This design comes from an exercise in tuning for small area on the open sky130 flow, not from production work. Only simulation tests tie the RTL to the original design; equivalence was not proved. Power and IR drop assume default switching activity.

==> flow/design.v <==
module lcdControllerDemonstration
(
    input clk,
    input backLight,
    input lcdOnIn,
    input[15:0] in,
    output backLightOut,
    output[7:0] lcdBus,
    output lcdOnOut,
    output lcdReadWriteSel,
    output lcdRsSelect,
    output lcdEnableOut,
    output errorLed1,
    output errorLed2
);
    localparam KADDR = 2'd1, KDATA = 2'd3, KSHIFT = 2'd2, KINIT = 2'd0;
    localparam IPOWER = 5'd22;
    function [3:0] add3(input [3:0] x);
        reg g, c0, c1, c2;
        begin
            g = x[3] | (x[2] & (x[1] | x[0]));
            add3[0] = x[0] ^ g;
            c0 = x[0] & g;
            add3[1] = x[1] ^ g ^ c0;
            c1 = (x[1] & g) | (x[1] & c0) | (g & c0);
            add3[2] = x[2] ^ c1;
            c2 = x[2] & c1;
            add3[3] = x[3] ^ c2;
        end
    endfunction
    function [3:0] digitOf(input [15:0] v, input [2:0] s);
        integer i;
        reg[35:0] n;
        begin
            n = 36'd0;
            n[15:0] = v;
            for(i = 0; i < 16; i = i + 1)
            begin
                n[19:16] = add3(n[19:16]);
                n[23:20] = add3(n[23:20]);
                n[27:24] = add3(n[27:24]);
                n[31:28] = add3(n[31:28]);
                n[35:32] = add3(n[35:32]);
                n = n << 1;
            end
            case(s)
                3'd0: digitOf = n[35:32];
                3'd1: digitOf = n[31:28];
                3'd2: digitOf = n[27:24];
                3'd3: digitOf = n[23:20];
                default: digitOf = n[19:16];
            endcase
        end
    endfunction
    reg[19:0] cnt;   
    reg[1:0]  kind;
    reg[4:0]  idx;
    wire init = (kind == KINIT);
    wire[2:0] a = idx[2:0];
    wire[3:0] bl = cnt[19:16];
    reg[19:0] last;
    always @*
    begin
        last = 20'h009E0;
        if(init)
            case(idx)
                5'd22: last = 20'hF4262;
                5'd23, 5'd28, 5'd29, 5'd31: last = 20'h3D0AC;
                5'd24, 5'd25, 5'd26: last = 20'h01D68;
                default: last = 20'h009E0;
            endcase
    end
    wire endStep = ((cnt & last) == last);
    wire early = (cnt[11:5] == 7'd0) & (~init | (cnt[19:12] == 8'd0)) &
                 ~(cnt[4] & cnt[3] & (cnt[2] | (cnt[1] & cnt[0])));
    wire[2:0] fine = cnt[3:1] + a;
    wire atS1 = cnt[11] & cnt[8] & cnt[7] & cnt[6] & ~cnt[4] & ~cnt[0] & (fine == 3'd6);
    wire atS2 = early & ~cnt[4] & cnt[0] & (fine == 3'd5);
    wire atS3 = early & ~cnt[4] & ~cnt[0] & (fine == 3'd7);
    wire ldDg = (kind == KADDR && atS1) || (kind == KDATA && atS2);
    wire ldBl = (kind == KADDR && endStep) || (kind == KDATA && atS3);
    wire[19:0] inc = cnt + 1'b1;
    always @(posedge clk, negedge lcdOnIn)
    begin
        if(lcdOnIn == 1'b0)
        begin
            cnt <= 20'd32;  
            kind <= KINIT;
            idx <= IPOWER;
        end
        else
        begin
            if(init)
                cnt <= endStep ? 20'd0 : inc;
            else
            begin
                cnt[11:0] <= endStep ? 12'd0 : inc[11:0];
                if(ldDg)
                    cnt[15:12] <= digitOf(in, a);
                if(ldBl)
                    cnt[19:16] <= cnt[15:12];
            end
            if(endStep)
            begin
                if(init || kind == KSHIFT)
                    idx <= idx + 1'b1;
                case(kind)
                    KADDR: kind <= KDATA;
                    KDATA: kind <= KSHIFT;
                    KSHIFT: kind <= KADDR;
                    default: kind <= (idx == 5'd31) ? KADDR : KINIT;
                endcase
            end
        end
    end
    wire low5 = ~idx[4] & ~idx[3] & ~(idx[2] & (idx[1] | idx[0]));
    reg[7:0] bus;
    always @*
    begin
        case(kind)
            KINIT:
                case(idx)
                    5'd23, 5'd24, 5'd25, 5'd26: bus = 8'h38;
                    5'd27: bus = 8'h08;
                    5'd28, 5'd31: bus = 8'h01;
                    5'd29: bus = 8'h06;
                    5'd30: bus = 8'h0C;
                    default: bus = 8'h80;
                endcase
            KADDR: bus = {1'b1, idx[4], 2'b00, idx[3:0]};
            KDATA: bus = low5 ? {4'h3, bl} : 8'h80;
            KSHIFT: bus = (idx == 5'd31) ? 8'h02 : 8'h14;
            default: bus = 8'h80;
        endcase
    end
    assign lcdBus = bus;
    assign lcdEnableOut = early;
    assign lcdRsSelect = (kind == KDATA) || (kind == KSHIFT && !endStep) ||
                         (kind == KADDR && endStep);
    assign lcdReadWriteSel = 1'b0;
    assign errorLed1 = 1'b0;
    assign errorLed2 = 1'b0;
    assign lcdOnOut = lcdOnIn;
    assign backLightOut = backLight;
endmodule
==> flow/config.mk <==
export PLATFORM = sky130hd
export DESIGN_NAME = lcdControllerDemonstration
export DESIGN_NICKNAME = lcdControllerDemonstration
export VERILOG_FILES = /design/flow/design.v
export SDC_FILE = /design/flow/constraint.sdc
export NUM_CORES = 4
export LEC_CHECK = 0
export ABC_AREA = 1
export CAP_MARGIN = 0
export CORE_MARGIN = 2
export CORE_UTILIZATION = 35
export PLACE_DENSITY = 0.6
export SLEW_MARGIN = 0
==> flow/constraint.sdc <==
create_clock -name core_clock -period 20.0 [get_ports {clk}]
set_input_delay 4.0000 -clock core_clock [delete_from_list [all_inputs] [get_ports {clk}]]
set_output_delay 4.0000 -clock core_clock [all_outputs]
set_load 0.01 [all_outputs]
standard.sh (not shown) runs the stock make flow with config.mk's settings and CLKGATE_MAP_FILE= SYNTH_SCRIPT=/design/flow/synth_recipe.tcl, a recipe that flattens the netlist after the stock synthesis.
==> flow/flow/run.sh <==
#!/bin/bash
# Layout flow: the standard flow, with two changes to synthesis only:
#  - ABC maps the logic with flow/abc_area.script (area oriented) instead of
#    ORFS's abc_area.script;
#  - adders are left to ABC (ADDER_MAP_FILE empty) instead of being mapped to
#    half/full adder cells first.
# Registers are mapped exactly as in the standard synthesis.
set -uo pipefail
WORK=$(pwd)
{
  echo 'proc abc {args} {'
  echo '  set i [lsearch -exact $args -script]'
  echo "  set args [lreplace \$args \$i [expr {\$i + 1}] -script $WORK/flow/abc_area.script]"
  echo '  yosys abc {*}$args'
  echo '}'
  cat "$WORK/synth_recipe.tcl"
} > "$WORK/my_synth.tcl"
bash standard.sh SYNTH_SCRIPT="$WORK/my_synth.tcl" ADDER_MAP_FILE= MIN_BUF_CELL_AND_PORTS="sky130_fd_sc_hd__buf_1 A X" synth > "$WORK/synth.log" 2>&1 || exit 1
bash standard.sh SYNTH_SCRIPT="$WORK/my_synth.tcl" ADDER_MAP_FILE= MIN_BUF_CELL_AND_PORTS="sky130_fd_sc_hd__buf_1 A X" BUFFER_PORTS_ARGS="-buffer_cell sky130_fd_sc_hd__buf_1" finish > "$WORK/layout.log" 2>&1 || exit 1
==> flow/flow/abc_area.script <==
strash
&get -n
&deepsyn -I 3 -T 40 -t
&put
dch -f
amap
topo
Rerun with:
--- a/flow/config.mk
+++ b/flow/config.mk
@@ -8,6 +8,9 @@
 export ABC_AREA = 1
-export CAP_MARGIN = 0
+export CAP_MARGIN = 20
 export CORE_MARGIN = 2
 export CORE_UTILIZATION = 35
+export CTS_BUF_LIST = sky130_fd_sc_hd__clkbuf_16
+export CTS_CLUSTER_DIAMETER = 500
+export CTS_CLUSTER_SIZE = 50
 export PLACE_DENSITY = 0.6
-export SLEW_MARGIN = 0
+export SLEW_MARGIN = 20
- The new run finished with timing, DRC and antenna clean
- sequential power stays flat
- clock-buffer cell count does not change
- sequential share of layout area shrinks by 0.21 points
- utilization came out higher by 0.39 points
- cell area increases by 1.0%
- first-iteration DRC count drops by 3.9%
Rerun with:
--- a/flow/flow/run.sh
+++ b/flow/flow/run.sh
@@ -17,3 +17,3 @@
 } > "$WORK/my_synth.tcl"
-bash standard.sh SYNTH_SCRIPT="$WORK/my_synth.tcl" ADDER_MAP_FILE= MIN_BUF_CELL_AND_PORTS="sky130_fd_sc_hd__buf_1 A X" synth > "$WORK/synth.log" 2>&1 || exit 1
-bash standard.sh SYNTH_SCRIPT="$WORK/my_synth.tcl" ADDER_MAP_FILE= MIN_BUF_CELL_AND_PORTS="sky130_fd_sc_hd__buf_1 A X" BUFFER_PORTS_ARGS="-buffer_cell sky130_fd_sc_hd__buf_1" finish > "$WORK/layout.log" 2>&1 || exit 1
+bash standard.sh SYNTH_SCRIPT="$WORK/my_synth.tcl" ADDER_MAP_FILE= synth > "$WORK/synth.log" 2>&1 || exit 1
+bash standard.sh SYNTH_SCRIPT="$WORK/my_synth.tcl" ADDER_MAP_FILE= finish > "$WORK/layout.log" 2>&1 || exit 1
--- a/flow/config.mk
+++ b/flow/config.mk
@@ -11,5 +11,2 @@
 export CORE_UTILIZATION = 35
-export CTS_BUF_LIST = sky130_fd_sc_hd__clkbuf_16
-export CTS_CLUSTER_DIAMETER = 500
-export CTS_CLUSTER_SIZE = 50
 export PLACE_DENSITY = 0.6
Outcome: Final cell count does not change; sequential share of layout area went down by 0.82 points; total power went down by 1.2%; count of clock-buffer cells in the layout does not change; final area went up by about 4%.
Rerun with:
--- a/flow/flow/run.sh
+++ b/flow/flow/run.sh
@@ -17,3 +17,3 @@
 } > "$WORK/my_synth.tcl"
-bash standard.sh SYNTH_SCRIPT="$WORK/my_synth.tcl" ADDER_MAP_FILE= synth > "$WORK/synth.log" 2>&1 || exit 1
-bash standard.sh SYNTH_SCRIPT="$WORK/my_synth.tcl" ADDER_MAP_FILE= finish > "$WORK/layout.log" 2>&1 || exit 1
+bash standard.sh SYNTH_SCRIPT="$WORK/my_synth.tcl" ADDER_MAP_FILE= MIN_BUF_CELL_AND_PORTS="sky130_fd_sc_hd__buf_1 A X" synth > "$WORK/synth.log" 2>&1 || exit 1
+bash standard.sh SYNTH_SCRIPT="$WORK/my_synth.tcl" ADDER_MAP_FILE= MIN_BUF_CELL_AND_PORTS="sky130_fd_sc_hd__buf_1 A X" BUFFER_PORTS_ARGS="-buffer_cell sky130_fd_sc_hd__buf_1" finish > "$WORK/layout.log" 2>&1 || exit 1
--- a/flow/config.mk
+++ b/flow/config.mk
@@ -11,2 +11,3 @@
 export CORE_UTILIZATION = 35
+export GPL_TIMING_DRIVEN = 0
 export PLACE_DENSITY = 0.6
After rerunning: The new run finished with timing, DRC and antenna clean. Power is lower by about 0.8%. Cell area decreases by about 4.7%. Area after synthesis came out lower by about 0.6%.

-- re-timing with driven ports --
How much do the figures lean on ideal ports? The routed layouts below were timed once more, with nothing changed but the port constraints. Step 1, drivers: a clkbuf_16 drives clk and a buf_2 each remaining input, both assumed. Step 2 times the ports against the registers' clock, not the clock port: input delays grow and output delays shrink by t, the midpoint of the rising clock arrivals with the driver on. a / b / c = ideal ports / drivers / drivers and shift; a / b = the first two.
run | t (ns) | setup WS [ns] | worst register clock-pin slew, ns | worst data-port slew with drivers (ns)
the first run | 0.305 | 6.274 / 6.279 / 5.973 | 0.10 / 0.10 | 0.06
the second run | 0.297 | 6.253 / 6.263 / 5.966 | 0.07 / 0.07 | 0.06
the third run | 0.306 | 5.736 / 5.741 / 5.435 | 0.11 / 0.11 | 0.06
the fourth run | 0.303 | 6.077 / 6.074 / 5.770 | 0.10 / 0.10 | 0.03
After both steps setup and hold are still met in every run listed. The setup slack of the fourth run, which loses most, moves by -0.003 ns with the drivers and by -0.307 ns with both steps.
